This is an optimization exercise on Yosys and OpenROAD, whose aim is small area, not a production implementation. The RTL was checked by simulation tests, not by an equivalence proof against the original design. Power is estimated from default activity; no workload was simulated.

// cpu8
module cpu8(
	input clk,
	input rst,                  
	output [7:0] imem_addr,     
	input [15:0] imem_data,     
	output [7:0] dmem_addr,
	output [7:0] dmem_wdata,
	output dmem_we,
	input [7:0] dmem_rdata,     
	input [7:0] dip,            
	output [7:0] result         
	);
Size in the first run: ~76 flip-flops, about 67 I/O pins.
Settings: LEC_CHECK=0, ABC_AREA=1, CAP_MARGIN=20, CORE_MARGIN=2, CORE_UTILIZATION=50, GPL_TIMING_DRIVEN=1, SLEW_MARGIN=20; clock period 7.0 ns.
standard.sh (not shown) runs the stock make flow with config.mk's settings and CLKGATE_MAP_FILE= SYNTH_SCRIPT=/design/flow/synth_recipe.tcl, a recipe that flattens the netlist after the stock synthesis.
==> flow/flow/run.sh <==
#!/bin/bash
# ORFS layout (the standard.sh) with these changes:
#  - synthesis maps with an area-only ABC script (flow/abc.script) and
#    leaves adders as plain gates (no full-adder cell extraction);
#  - ports get minimum-size buffers (buf_1);
#  - CTS uses clkbuf_8 and no dummy loads;
#  - after global routing, gates with positive slack are downsized
#    (RECOVER_POWER), then repair_design fixes any slew/cap limit.
set -uo pipefail
rm -rf scripts_mod
cp -r "$FLOW_HOME/scripts" scripts_mod
cp flow/abc.script scripts_mod/abc_area.script
python3 - <<'PY'
p = 'scripts_mod/util.tcl'
s = open(p).read()
old = """  log_cmd repair_timing {*}$additional_args
  report_tns
  report_wns
  report_power
}"""
new = """  log_cmd repair_timing {*}$additional_args
  repair_design_helper
  log_cmd detailed_placement
  report_tns
  report_wns
  report_power
}"""
assert s.count(old) == 1
open(p, 'w').write(s.replace(old, new))
PY
DU=$(make -s -C "$FLOW_HOME" DESIGN_CONFIG="$PWD/config.mk" WORK_HOME="$PWD/du" print-DONT_USE_CELLS 2>/dev/null | sed -n 's/^DONT_USE_CELLS: //p')
DU="$DU sky130_fd_sc_hd__buf_4 sky130_fd_sc_hd__buf_6 sky130_fd_sc_hd__buf_8 sky130_fd_sc_hd__buf_12 sky130_fd_sc_hd__buf_16"
echo "$DU" > dont_use.txt
bash standard.sh "DONT_USE_CELLS=$DU" "MIN_BUF_CELL_AND_PORTS=sky130_fd_sc_hd__buf_1 A X" SCRIPTS_DIR="$PWD/scripts_mod" ABC_AREA=1 ADDER_MAP_FILE= RECOVER_POWER=100 \
  "BUFFER_PORTS_ARGS=-buffer_cell sky130_fd_sc_hd__buf_1" \
  "CTS_ARGS=-sink_clustering_enable -repair_clock_nets -buf_list sky130_fd_sc_hd__clkbuf_8 -dont_use_dummy_load" \
  finish > standard.log 2>&1
==> flow/flow/abc.script <==
strash
dch
amap
The first run ran to the end with no violations.
Next try:
--- a/flow/flow/run.sh
+++ b/flow/flow/run.sh
@@ -30,6 +30,3 @@
 PY
-DU=$(make -s -C "$FLOW_HOME" DESIGN_CONFIG="$PWD/config.mk" WORK_HOME="$PWD/du" print-DONT_USE_CELLS 2>/dev/null | sed -n 's/^DONT_USE_CELLS: //p')
-DU="$DU sky130_fd_sc_hd__buf_4 sky130_fd_sc_hd__buf_6 sky130_fd_sc_hd__buf_8 sky130_fd_sc_hd__buf_12 sky130_fd_sc_hd__buf_16"
-echo "$DU" > dont_use.txt
-bash standard.sh "DONT_USE_CELLS=$DU" "MIN_BUF_CELL_AND_PORTS=sky130_fd_sc_hd__buf_1 A X" SCRIPTS_DIR="$PWD/scripts_mod" ABC_AREA=1 ADDER_MAP_FILE= RECOVER_POWER=100 \
+bash standard.sh SCRIPTS_DIR="$PWD/scripts_mod" ABC_AREA=1 ADDER_MAP_FILE= RECOVER_POWER=100 \
   "BUFFER_PORTS_ARGS=-buffer_cell sky130_fd_sc_hd__buf_1" \
GPL_TIMING_DRIVEN = 0   (was 1)
What happened:
- sequential power is about the same
- die area goes up by 0.58%
- routed wire length goes down by 1.5%
- final cell count goes down by 3.6%
- synthesized area goes up by 0.60%
- via count goes down by 2.2%
- worst hold slack got worse by 8.1 ps


The RTL this note starts from:
==> flow/design.v <==
`timescale 1ns / 1ps
module cpu8(
	input clk,
	input rst,                  
	output [7:0] imem_addr,     
	input [15:0] imem_data,     
	output [7:0] dmem_addr,
	output [7:0] dmem_wdata,
	output dmem_we,
	input [7:0] dmem_rdata,     
	input [7:0] dip,            
	output [7:0] result         
	);
wire [15:0] i = imem_data;
wire       msb = i[15];
wire [3:0] a1  = i[14:11];
wire [4:0] lo  = i[10:6];       
wire [2:0] in1 = i[5:3];
wire [2:0] in2 = i[2:0];
wire [2:0] ls  = i[10:8];
wire [7:0] imm = i[7:0];
wire a1_0 = (a1 == 4'd0);
wire a1_6 = (a1 == 4'd6);
wire a1_8 = (a1 == 4'd8);
wire a1_9 = (a1 == 4'd9);
wire ldsel = a1_6 | (a1 == 4'd7) | a1_9;
wire isLoad  = msb & ldsel;
wire isStore = msb & a1_8;
wire isJump  = msb & ~a1[3] & ~(a1[2] & a1[1]);
wire [31:0] lod = 32'd1 << lo;
wire [31:0] opd = a1_0 ? lod : 32'd0;
wire op_196  = a1_6 & lod[4];
wire sel_sum = opd[1] | opd[3] | opd[15] | opd[16];
wire sel_p   = opd[4] | opd[5] | opd[8] | opd[18];
wire sel_g   = opd[2] | opd[4];
wire sel_b   = opd[6];
wire sel_d1  = opd[20] | op_196;
wire sel_sh  = opd[9] | opd[10] | opd[11] | opd[12] | opd[13] | opd[14];
wire op_shr  = opd[9] | opd[10];
wire op_shl  = opd[11] | opd[12];
wire op_rot  = opd[13] | opd[14];
wire known   = opd[0] | sel_sum | sel_p | sel_g | sel_b | sel_d1 | sel_sh;
wire sel_3   = ~known;
wire rw = ldsel | (opd[1] | opd[2] | opd[3] | opd[4] | opd[5] | opd[6] | opd[8]
                   | sel_sh | opd[15] | opd[16] | opd[20]);
reg [63:0] rf;                  
wire [2:0] raad = a1[3] ? ls : in1;
wire [7:0] d1 = rf[8*raad +: 8];
wire [7:0] rb = rf[8*in2 +: 8];
wire use_b = ~lo[3] & (~lo[4] | lo[2]);
wire inv_b = (lo[4] & ~lo[1]) | (lo[0] & lo[1] & ~lo[2]) | (lo[3] & ~lo[0]);
wire cin   = lo[1] | lo[2];
wire [7:0] b = ({8{use_b}} & rb) ^ {8{inv_b}};
wire [7:0] p = d1 ^ b;
wire [7:0] g = d1 & b;
wire [8:0] sum = {1'b0, d1} + {1'b0, b} + {8'd0, cin};
wire [2:0] n = in2;
wire right = op_shr | opd[14];
wire [2:0] k = right ? (3'd0 - n) : n;
wire [7:0] s1 = k[0] ? {d1[6:0], d1[7]}   : d1;
wire [7:0] s2 = k[1] ? {s1[5:0], s1[7:6]} : s1;
wire [7:0] rot = k[2] ? {s2[3:0], s2[7:4]} : s2;
wire [7:0] th = 8'hff << n;                  
wire [7:0] thr = {th[0], th[1], th[2], th[3], th[4], th[5], th[6], th[7]};
wire [7:0] mask = ~({8{op_shl}} & ~th) & ~({8{op_shr}} & ~thr);
wire [7:0] shres = rot & mask;
wire [7:0] res = ({8{sel_sum}} & sum[7:0]) | ({8{sel_p}} & p) | ({8{sel_g}} & g)
               | ({8{sel_b}} & rb) | ({8{sel_d1}} & d1) | ({8{sel_sh}} & shres)
               | {6'd0, sel_3, sel_3};
assign result = res;
reg fz, fc, fs, fo;
wire nz = (n != 3'd0);
wire setzs = sel_sum | opd[2] | opd[4] | opd[5] | sel_sh | opd[20];
wire [7:0] zsrc = opd[20] ? sum[7:0] : res;
wire zn = (zsrc == 8'd0);
wire sn = zsrc[7];
wire c_add = opd[1] | opd[15];       
wire c_dec = opd[16];                
wire c_keep = ~(c_add | c_dec | opd[2] | opd[4] | opd[5] | op_shr | op_shl | op_rot);
wire cn = (c_add & sum[8]) | (c_dec & ~sum[8]) | (c_keep & fc)
        | (op_shr & nz & rot[7]) | (op_shl & nz & rot[0]) | (op_rot & res[7]);
wire o_keep = ~(c_add | c_dec | opd[3] | opd[20] | opd[2] | opd[4] | opd[5] | op_shr | op_shl | op_rot);
wire on = (c_add & sum[8]) | (c_dec & ~sum[8]) | ((opd[3] | opd[20]) & fc) | (o_keep & fo)
        | ((op_shr | op_shl) & (res[7] ^ d1[7])) | (op_rot & d1[7]);
always @(posedge clk) begin
	if (rst) begin
		fz <= 1'b0; fc <= 1'b0; fs <= 1'b0; fo <= 1'b0;
	end else begin
		if (setzs) begin fz <= zn; fs <= sn; end
		fc <= cn; fo <= on;
	end
end
wire [2:0] wa = isLoad ? ls : in1;
wire [7:0] wd = isLoad ? (a1_6 ? imm : a1_9 ? dip : dmem_rdata) : res;
wire [63:0] init = {8'd7, 8'd6, 8'd5, 8'd3, 8'd3, 8'd11, 8'd9, 8'd4};
wire [7:0] wd0 = wd & ~{8{rst}};
wire [7:0] wd1 = wd | {8{rst}};
wire [7:0] wsel = 8'd1 << wa;
genvar wk, bb;
generate for (wk = 0; wk < 8; wk = wk + 1) begin : wr
	wire en = rst | (rw & wsel[wk]);
	for (bb = 0; bb < 8; bb = bb + 1) begin : bt
		always @(posedge clk) if (en) rf[8*wk+bb] <= init[8*wk+bb] ? wd1[bb] : wd0[bb];
	end
end endgenerate
reg [7:0] pc;
reg take;
always @(*) begin
	case (a1[2:0])
	3'd0: take = fz;
	3'd1: take = fc;
	3'd2: take = ~fc & ~fz;
	3'd3: take = fs ^ fo;
	3'd4: take = ~(fs ^ fo) & ~fz;
	default: take = 1'b1;
	endcase
end
always @(posedge clk) begin
	if (rst)                 pc <= 8'd0;
	else if (isJump & take)  pc <= imm;
	else                     pc <= pc + 8'd1;
end
assign imem_addr = pc;
assign dmem_addr = imm;
assign dmem_wdata = d1;
assign dmem_we = isStore;
endmodule
clock: 7.0 ns
lec_check: 0
abc_area: 1
cap_margin: 20
core_margin: 2
core_utilization: 50
gpl_timing_driven: 1
slew_margin: 20
==> flow/flow/run.sh <==
#!/bin/bash
# ORFS layout (the standard.sh) with these changes:
#  - synthesis maps with an area-only ABC script (flow/abc.script) and
#    leaves adders as plain gates (no full-adder cell extraction);
#  - ports get minimum-size buffers (buf_1);
#  - CTS uses clkbuf_8 and no dummy loads;
#  - after global routing, gates with positive slack are downsized
#    (RECOVER_POWER), then repair_design fixes any slew/cap limit.
set -uo pipefail
rm -rf scripts_mod
cp -r "$FLOW_HOME/scripts" scripts_mod
cp flow/abc.script scripts_mod/abc_area.script
python3 - <<'PY'
p = 'scripts_mod/util.tcl'
s = open(p).read()
old = """  log_cmd repair_timing {*}$additional_args
  report_tns
  report_wns
  report_power
}"""
new = """  log_cmd repair_timing {*}$additional_args
  repair_design_helper
  log_cmd detailed_placement
  report_tns
  report_wns
  report_power
}"""
assert s.count(old) == 1
open(p, 'w').write(s.replace(old, new))
PY
bash standard.sh SCRIPTS_DIR="$PWD/scripts_mod" ABC_AREA=1 ADDER_MAP_FILE= RECOVER_POWER=100 \
  "BUFFER_PORTS_ARGS=-buffer_cell sky130_fd_sc_hd__buf_1" \
  "CTS_ARGS=-sink_clustering_enable -repair_clock_nets -buf_list sky130_fd_sc_hd__clkbuf_8 -dont_use_dummy_load" \
  finish > standard.log 2>&1
Scripts as last shown in full above: flow/flow/abc.script
Change:
==> flow/flow/run.sh (replaced) <==
#!/bin/bash
# Standard ORFS layout with two changes: an area-oriented ABC mapping
# script (flow/abc.script) and minimum-size port buffers.
set -uo pipefail
rm -rf scripts_mod
cp -r "$FLOW_HOME/scripts" scripts_mod
cp flow/abc.script scripts_mod/abc_area.script
bash standard.sh SCRIPTS_DIR="$PWD/scripts_mod" ABC_AREA=1 ADDER_MAP_FILE= \
  "BUFFER_PORTS_ARGS=-buffer_cell sky130_fd_sc_hd__buf_1" "CTS_ARGS=-sink_clustering_enable -repair_clock_nets -buf_list sky130_fd_sc_hd__clkbuf_8 -dont_use_dummy_load" finish > standard.log 2>&1
Settings changed: CORE_UTILIZATION 50 to 55, GPL_TIMING_DRIVEN 1 to 0.
Worst setup slack got worse by 0.23 ns.
Global-route usage went up by 2.4 points.
Routed wire length went down by 4.1%.
Power stays flat.
Hold slack hardly moves.
Cell area went up by 0.62%.
Fmax went down by 3.4%.
Area after synthesis is unchanged.
Via count went down by 0.81%.
Register-to-register slack got worse by 0.02 ns.
Change:
==> flow/flow/abc.script (replaced) <==
strash
dch
amap
topo
stime -c
upsize -D 3000
dnsize -D 3000
Settings changed: CORE_UTILIZATION 55 to 40.
Outcome: Worst setup slack improved by 0.079 ns. Area after synthesis came out higher by 2.1%. Final cell count rises by 8.8%. Via count goes up by 1.2%. Cell area grows by 3.3%. Register-to-register slack gets better by 0.21 ns. Global-route usage drops by 9.0 points. Wire length rises by 9.7%.
Change:
==> flow/flow/run.sh (replaced) <==
#!/bin/bash
# ORFS layout (the standard.sh) with these changes:
#  - synthesis maps with an area-only ABC script (flow/abc.script) and
#    leaves adders as plain gates (no full-adder cell extraction);
#  - ports get minimum-size buffers (buf_1);
#  - CTS uses clkbuf_8 and no dummy loads;
#  - after global routing, gates with positive slack are downsized
#    (RECOVER_POWER), then repair_design fixes any slew/cap limit.
set -uo pipefail
rm -rf scripts_mod
cp -r "$FLOW_HOME/scripts" scripts_mod
cp flow/abc.script scripts_mod/abc_area.script
python3 - <<'PY'
p = 'scripts_mod/util.tcl'
s = open(p).read()
old = """  log_cmd repair_timing {*}$additional_args
  report_tns
  report_wns
  report_power
}"""
new = """  log_cmd repair_timing {*}$additional_args
  repair_design_helper
  log_cmd detailed_placement
  report_tns
  report_wns
  report_power
}"""
assert s.count(old) == 1
open(p, 'w').write(s.replace(old, new))
PY
DU=$(make -s -C "$FLOW_HOME" DESIGN_CONFIG="$PWD/config.mk" WORK_HOME="$PWD/du" print-DONT_USE_CELLS 2>/dev/null | sed -n 's/^DONT_USE_CELLS: //p')
DU="$DU sky130_fd_sc_hd__buf_4 sky130_fd_sc_hd__buf_6 sky130_fd_sc_hd__buf_8 sky130_fd_sc_hd__buf_12 sky130_fd_sc_hd__buf_16"
echo "$DU" > dont_use.txt
bash standard.sh "DONT_USE_CELLS=$DU" SCRIPTS_DIR="$PWD/scripts_mod" ABC_AREA=1 ADDER_MAP_FILE= RECOVER_POWER=100 \
  "BUFFER_PORTS_ARGS=-buffer_cell sky130_fd_sc_hd__buf_1" \
  "CTS_ARGS=-sink_clustering_enable -repair_clock_nets -buf_list sky130_fd_sc_hd__clkbuf_8 -dont_use_dummy_load" \
  finish > standard.log 2>&1
==> flow/flow/abc.script (replaced) <==
strash
dch
amap
Settings changed: CORE_UTILIZATION 40 to 50, GPL_TIMING_DRIVEN 0 to 1.
Outcome:
- With this change the flow ended with an error in synthesis (1_2_yosys)

[re-timing with driven ports]
In the flow no input, the clock included, has a driving cell. The finished layouts below were timed again as built, in two steps. Step 1 (the two cells are an assumption about what drives the block):
set clk [get_ports {clk}]
set_driving_cell -lib_cell sky130_fd_sc_hd__clkbuf_16 $clk
set_driving_cell -lib_cell sky130_fd_sc_hd__buf_2 [delete_from_list [all_inputs] $clk]
Step 2 adds t to the input delays and takes it off the output delays; t is the mean of the earliest and latest rising clock arrival at the registers after step 1. Input paths then give back, and output paths get back, about the clock's delay inside the block. Three values: no drivers, after step 1, after step 2; two values: the first two.
| run | shift t [ns] | setup WS [ns] | hold slack, ns | worst data-port slew with drivers (ns) | pins driven straight from the clock port |
|---|---|---|---|---|---|
| the first run of note 1 | 0.371 | 0.439 / 0.415 / 0.415 | 0.533 / 0.533 / 0.533 | 0.04 | 1 |
| the second run of note 1 | 0.373 | 0.163 / 0.134 / 0.134 | 0.524 / 0.524 / 0.524 | 0.04 | 1 |
| the first run of note 2 | 0.374 | 0.390 / 0.360 / 0.360 | 0.515 / 0.515 / 0.515 | 0.04 | 1 |
| the second run of note 2 | 0.373 | 0.156 / 0.124 / 0.124 | 0.516 / 0.516 / 0.516 | 0.04 | 1 |
| the third run of note 2 | 0.368 | 0.236 / 0.214 / 0.214 | 0.513 / 0.513 / 0.513 | 0.03 | 1 |
After both steps setup and hold are still met in every run listed. The setup slack of the second run of note 2, which loses most, moves by -0.032 ns with the drivers and by -0.032 ns with both steps.
